From an optimization exercise on the open Yosys and OpenROAD flow, aimed at small area; shortcuts taken in it are not production practice.
Only simulation tests tie the RTL to the original design; equivalence was not proved.
The flow treats the clock pin as an ideal source. Dropping or thinning the clock tree relies on that and would not hold on a real chip.
Power figures rest on the tool's default switching activity, not on a simulated workload.

==> flow/design.v <==
module speed_select #(parameter [12:0] C = 13'd0, parameter [12:0] G = 13'h1fff,
                      parameter [12:0] D = 13'd0, parameter [12:0] DM = 13'h1fff,
                      parameter [3:0] LP = 4'd0, parameter KX = 1'b0)
                    (input clk, input rst_n, input bps_start, output clk_bps);
	reg [12:0] q;
	wire [11:0] nat = q[12:1] ^ G[11:0];
	wire [12:0] force_c = G & {13{~bps_start}};
	wire [11:0] n = (nat & ~force_c[11:0]) | (C[11:0] & force_c[11:0]);
	function lit(input integer j, input p);
		lit = p ? (G[j-1] ? n[j-1] : ~q[j]) : q[j];
	endfunction
	wire h = q[0] ^ KX ^ ((lit(1, LP[0]) & lit(7, LP[1]) & lit(8, LP[2])) | lit(5, LP[3]));
	wire n12 = force_c[12] ? C[12] : h;
	always @(posedge clk) q <= {n12, n};
	assign clk_bps = ((q ^ D) & DM) == 13'd0;
endmodule
module my_uart_rx(input clk, input rst_n, input rs232_rx, input clk_bps,
                  output [7:0] rx_data, output reg rx_int, output fire);
	reg [2:0] e;
	wire neg = e[2];
	always @(posedge clk or negedge rst_n)
		if (!rst_n) e <= 3'b000;
		else begin
			e[0] <= rs232_rx;
			e[1] <= e[0] & (rs232_rx | e[1]);
			e[2] <= ~rs232_rx & e[1] & ~e[0];
		end
	reg [3:0] num;
	wire fin = num[3] & ~num[1] & num[0];                 
	assign fire = num[3] & ~num[2] & num[1] & ~num[0];    
	wire post12 = num[3] & (num[2] ? ~num[1] & ~num[0] : num[1] & num[0]);   
	always @(posedge clk or negedge rst_n)
		if (!rst_n) rx_int <= 1'b0;
		else rx_int <= neg | (rx_int & ~fin);
	always @(posedge clk or negedge rst_n)
		if (!rst_n) num <= 4'b1000;
		else if (fire | (fin & neg)) num <= 4'b1000;
		else if ((rx_int & clk_bps) | post12 | fin) num <= num - 1'b1;
	reg [7:0] sh;
	always @(posedge clk)
		if (clk_bps & ~num[3]) sh <= {rs232_rx, sh[7:1]};
	assign rx_data = sh;
endmodule
module my_uart_tx(input clk, input rst_n, input [7:0] rx_data, input fire, input clk_bps,
                  output rs232_tx, output reg tx_en);
	reg [3:0] num;
	reg [7:0] tx_data;
	reg tx_r;
	wire fin = ~num[3] & ~num[2] & num[1];    
	always @(posedge clk or negedge rst_n)
		if (!rst_n) tx_en <= 1'b0;
		else tx_en <= fire | (tx_en & ~fin);
	always @(posedge clk)
		if (fire) tx_data <= rx_data;
	always @(posedge clk)
		if (!tx_en) num <= 4'b0111;
		else if (clk_bps) num <= num + 1'b1;
	always @(posedge clk or negedge rst_n)
		if (!rst_n) tx_r <= 1'b1;
		else if (tx_en & clk_bps) tx_r <= num[3] ? tx_data[num[2:0]] : ~num[2];
	assign rs232_tx = tx_r;
endmodule
module my_uart_top(input wire FPGA_CLK, input wire FPGA_RST, input wire UART_RXD, output wire UART_TXD);
	wire rx_int, tx_en, clk_bps1, clk_bps2, fire;
	wire [7:0] rx_data;
	speed_select #(.C(13'd8191), .G(13'h1445), .D(13'd1613), .DM(13'h1ff6), .LP(4'b0011), .KX(1'b1))
		speed_rx(.clk(FPGA_CLK), .rst_n(FPGA_RST), .bps_start(rx_int), .clk_bps(clk_bps1));
	my_uart_rx my_uart_rx(.clk(FPGA_CLK), .rst_n(FPGA_RST), .rs232_rx(UART_RXD), .clk_bps(clk_bps1),
	                      .rx_data(rx_data), .rx_int(rx_int), .fire(fire));
	speed_select #(.C(13'd8191), .G(13'h115c), .D(13'd4627), .DM(13'h0dff), .LP(4'b0011), .KX(1'b0))
		speed_tx(.clk(FPGA_CLK), .rst_n(FPGA_RST), .bps_start(tx_en), .clk_bps(clk_bps2));
	my_uart_tx my_uart_tx(.clk(FPGA_CLK), .rst_n(FPGA_RST), .rx_data(rx_data), .fire(fire), .clk_bps(clk_bps2),
	                      .rs232_tx(UART_TXD), .tx_en(tx_en));
endmodule
export LEC_CHECK = 0
export CAP_MARGIN = 20
export CORE_MARGIN = 2
export CORE_UTILIZATION = 40
export SLEW_MARGIN = 20
create_clock -name core_clock -period 10.0 [get_ports {FPGA_CLK}]
standard.sh (not shown) runs the stock make flow with config.mk's settings and CLKGATE_MAP_FILE= SYNTH_SCRIPT=/design/flow/synth_recipe.tcl, a recipe that flattens the netlist after the stock synthesis.
==> flow/flow/run.sh <==
#!/bin/bash
# Layout flow: the standard flow (standard.sh) with three changes made
# through ORFS's own hooks and variables:
#  - after floorplanning, logic cells are set to their smallest drive strength
#    (flow/downsize.tcl); later repair steps upsize what timing, slew or
#    capacitance need;
#  - ports are buffered with buf_1;
#  - the clock tree is built by flow/clock_tree.tcl (run in the CTS step in
#    place of clock_tree_synthesis): the clock port drives a few clkbuf_8,
#    each driving the flip-flops of one region of the layout.
set -euo pipefail
here=$(pwd)
export POST_FLOORPLAN_TCL="$here/flow/restructure.tcl"
export BUFFER_PORTS_ARGS="-buffer_cell sky130_fd_sc_hd__buf_1"
export PRE_CTS_TCL="$here/flow/clock_tree.tcl"
export CLOCK_TREE_BUFFERS=3
bash standard.sh > "$here/standard_flow.log" 2>&1
Other scripts of this flow, unchanged in this note and not shown: flow/flow/clock_tree.tcl, flow/flow/downsize.tcl, flow/flow/restructure.tcl
The first run passed the timing, DRC and antenna checks.
Change:
--- a/flow/design.v
+++ b/flow/design.v
@@ -43,24 +43,24 @@
 endmodule
 module my_uart_tx(input clk, input rst_n, input [7:0] rx_data, input fire, input clk_bps,
                   output rs232_tx, output reg tx_en);
 	reg [3:0] num;
 	reg [7:0] tx_data;
 	reg tx_r;
-	wire fin = ~num[3] & ~num[2] & num[1];    
+	wire fin = num[3] & ~num[1] & num[0];    
 	always @(posedge clk or negedge rst_n)
 		if (!rst_n) tx_en <= 1'b0;
 		else tx_en <= fire | (tx_en & ~fin);
 	always @(posedge clk)
 		if (fire) tx_data <= rx_data;
 	always @(posedge clk)
-		if (!tx_en) num <= 4'b0111;
-		else if (clk_bps) num <= num + 1'b1;
+		if (!tx_en) num <= 4'b1000;
+		else if (clk_bps) num <= num - 1'b1;
 	always @(posedge clk or negedge rst_n)
 		if (!rst_n) tx_r <= 1'b1;
-		else if (tx_en & clk_bps) tx_r <= num[3] ? tx_data[num[2:0]] : ~num[2];
+		else if (tx_en & clk_bps) tx_r <= num[3] ? num[2] : tx_data[~num[2:0]];
 	assign rs232_tx = tx_r;
 endmodule
 module my_uart_top(input wire FPGA_CLK, input wire FPGA_RST, input wire UART_RXD, output wire UART_TXD);
 	wire rx_int, tx_en, clk_bps1, clk_bps2, fire;
 	wire [7:0] rx_data;
 	speed_select #(.C(13'd8191), .G(13'h1445), .D(13'd1613), .DM(13'h1ff6), .LP(4'b0011), .KX(1'b1))
=> The new run finished with timing, DRC and antenna clean. Die area fell by 2.4%. Cell area went down by 2.3%. Routed wire length fell by 6.2%. Clock skew hardly moves. Sequential cell count is unchanged. Total power is higher by 1.5%. Critical path depth is unchanged. Utilization is lower by 0.39 points. First-iteration DRC count grows by 13%. Combinational power goes up by 16%. Synthesized cell count came out lower by 3.5%. Worst hold slack stays flat. Final cell count falls by 9.0%.
No run of this note takes its clock network from TritonCTS; it comes from the design's own scripts or RTL.

---

RTL: the design.v shown in full above, as it stands there.
==> flow/config.mk <==
export PLATFORM = sky130hd
export DESIGN_NAME = my_uart_top
export DESIGN_NICKNAME = my_uart_top
export VERILOG_FILES = /design/flow/design.v
export SDC_FILE = /design/flow/constraint.sdc
export NUM_CORES = 4
export LEC_CHECK = 0
export CAP_MARGIN = 20
export CORE_MARGIN = 2
export CORE_UTILIZATION = 40
export SLEW_MARGIN = 20
==> flow/constraint.sdc <==
create_clock -name core_clock -period 10.0 [get_ports {FPGA_CLK}]
set_input_delay 2.0000 -clock core_clock [delete_from_list [all_inputs] [get_ports {FPGA_CLK}]]
set_output_delay 2.0000 -clock core_clock [all_outputs]
set_load 0.01 [all_outputs]
Scripts as last shown in full above: flow/flow/run.sh
Other scripts of this flow, unchanged in this note and not shown: flow/flow/clock_tree.tcl, flow/flow/downsize.tcl, flow/flow/restructure.tcl
Next try:
--- a/flow/design.v
+++ b/flow/design.v
@@ -1,7 +1,6 @@
 module speed_select #(parameter [12:0] C = 13'd0, parameter [12:0] G = 13'h1fff,
-                      parameter [12:0] D = 13'd0, parameter [12:0] DM = 13'h1fff,
-                      parameter [3:0] LP = 4'd0, parameter KX = 1'b0)
+                      parameter [12:0] D = 13'd0, parameter [3:0] LP = 4'd0, parameter KX = 1'b0)
                     (input clk, input rst_n, input bps_start, output clk_bps);
 	reg [12:0] q;
 	wire [11:0] nat = q[12:1] ^ G[11:0];
 	wire [12:0] force_c = G & {13{~bps_start}};
@@ -11,9 +10,9 @@
 	endfunction
 	wire h = q[0] ^ KX ^ ((lit(1, LP[0]) & lit(7, LP[1]) & lit(8, LP[2])) | lit(5, LP[3]));
 	wire n12 = force_c[12] ? C[12] : h;
 	always @(posedge clk) q <= {n12, n};
-	assign clk_bps = ((q ^ D) & DM) == 13'd0;
+	assign clk_bps = (q == D);
 endmodule
 module my_uart_rx(input clk, input rst_n, input rs232_rx, input clk_bps,
                   output [7:0] rx_data, output reg rx_int, output fire);
 	reg [2:0] e;
@@ -62,13 +61,13 @@
 endmodule
 module my_uart_top(input wire FPGA_CLK, input wire FPGA_RST, input wire UART_RXD, output wire UART_TXD);
 	wire rx_int, tx_en, clk_bps1, clk_bps2, fire;
 	wire [7:0] rx_data;
-	speed_select #(.C(13'd8191), .G(13'h1445), .D(13'd1613), .DM(13'h1ff6), .LP(4'b0011), .KX(1'b1))
+	speed_select #(.C(13'd8191), .G(13'h1445), .D(13'd1613), .LP(4'b0011), .KX(1'b1))
 		speed_rx(.clk(FPGA_CLK), .rst_n(FPGA_RST), .bps_start(rx_int), .clk_bps(clk_bps1));
 	my_uart_rx my_uart_rx(.clk(FPGA_CLK), .rst_n(FPGA_RST), .rs232_rx(UART_RXD), .clk_bps(clk_bps1),
 	                      .rx_data(rx_data), .rx_int(rx_int), .fire(fire));
-	speed_select #(.C(13'd8191), .G(13'h115c), .D(13'd4627), .DM(13'h0dff), .LP(4'b0011), .KX(1'b0))
+	speed_select #(.C(13'd8191), .G(13'h115c), .D(13'd4627), .LP(4'b0011), .KX(1'b0))
 		speed_tx(.clk(FPGA_CLK), .rst_n(FPGA_RST), .bps_start(tx_en), .clk_bps(clk_bps2));
 	my_uart_tx my_uart_tx(.clk(FPGA_CLK), .rst_n(FPGA_RST), .rx_data(rx_data), .fire(fire), .clk_bps(clk_bps2),
 	                      .rs232_tx(UART_TXD), .tx_en(tx_en));
 endmodule
What happened: Via count increases by 2.6%; critical path depth stays the same; utilization rises by 0.25 points; combinational power decreases by about 5%; power hardly moves; worst setup slack gets better by 0.0044 ns; synthesized cell count is lower by 5.6%; routed wire length hardly moves; synthesized area fell by 2.4%.
No run of this note takes its clock network from TritonCTS; it comes from the design's own scripts or RTL.

==> what the ideal ports hide <==
How much do the figures lean on ideal ports? The routed layouts below were timed once more, with nothing changed but the port constraints.
Step 1, drivers: a clkbuf_16 drives FPGA_CLK and a buf_2 each remaining input, both assumed.
Step 2 adds t to the input delays and takes it off the output delays; t is the mean of the earliest and latest rising clock arrival at the registers after step 1. Input paths then give back, and output paths get back, about the clock's delay inside the block.
a / b / c = no drivers / after step 1 / after step 2; a / b = the first two.
run | shift t [ns] | slack for setup (ns) | worst hold slack (ns) | worst setup path after step 2 | worst slew at a driven data input, ns
the first run of note 1 | 0.197 | 7.153 / 7.112 / 7.309 | 0.339 / 0.339 / 0.339 | register to output | 0.03
the second run of note 1 | 0.195 | 7.158 / 7.117 / 7.312 | 0.342 / 0.342 / 0.342 | register to output | 0.03
the first run of note 2 | 0.201 | 7.147 / 7.103 / 7.304 | 0.341 / 0.341 / 0.341 | register to output | 0.03
the second run of note 2 | 0.200 | 7.152 / 7.108 / 7.308 | 0.349 / 0.349 / 0.349 | register to output | 0.03
After both steps setup and hold are still met in every run listed.
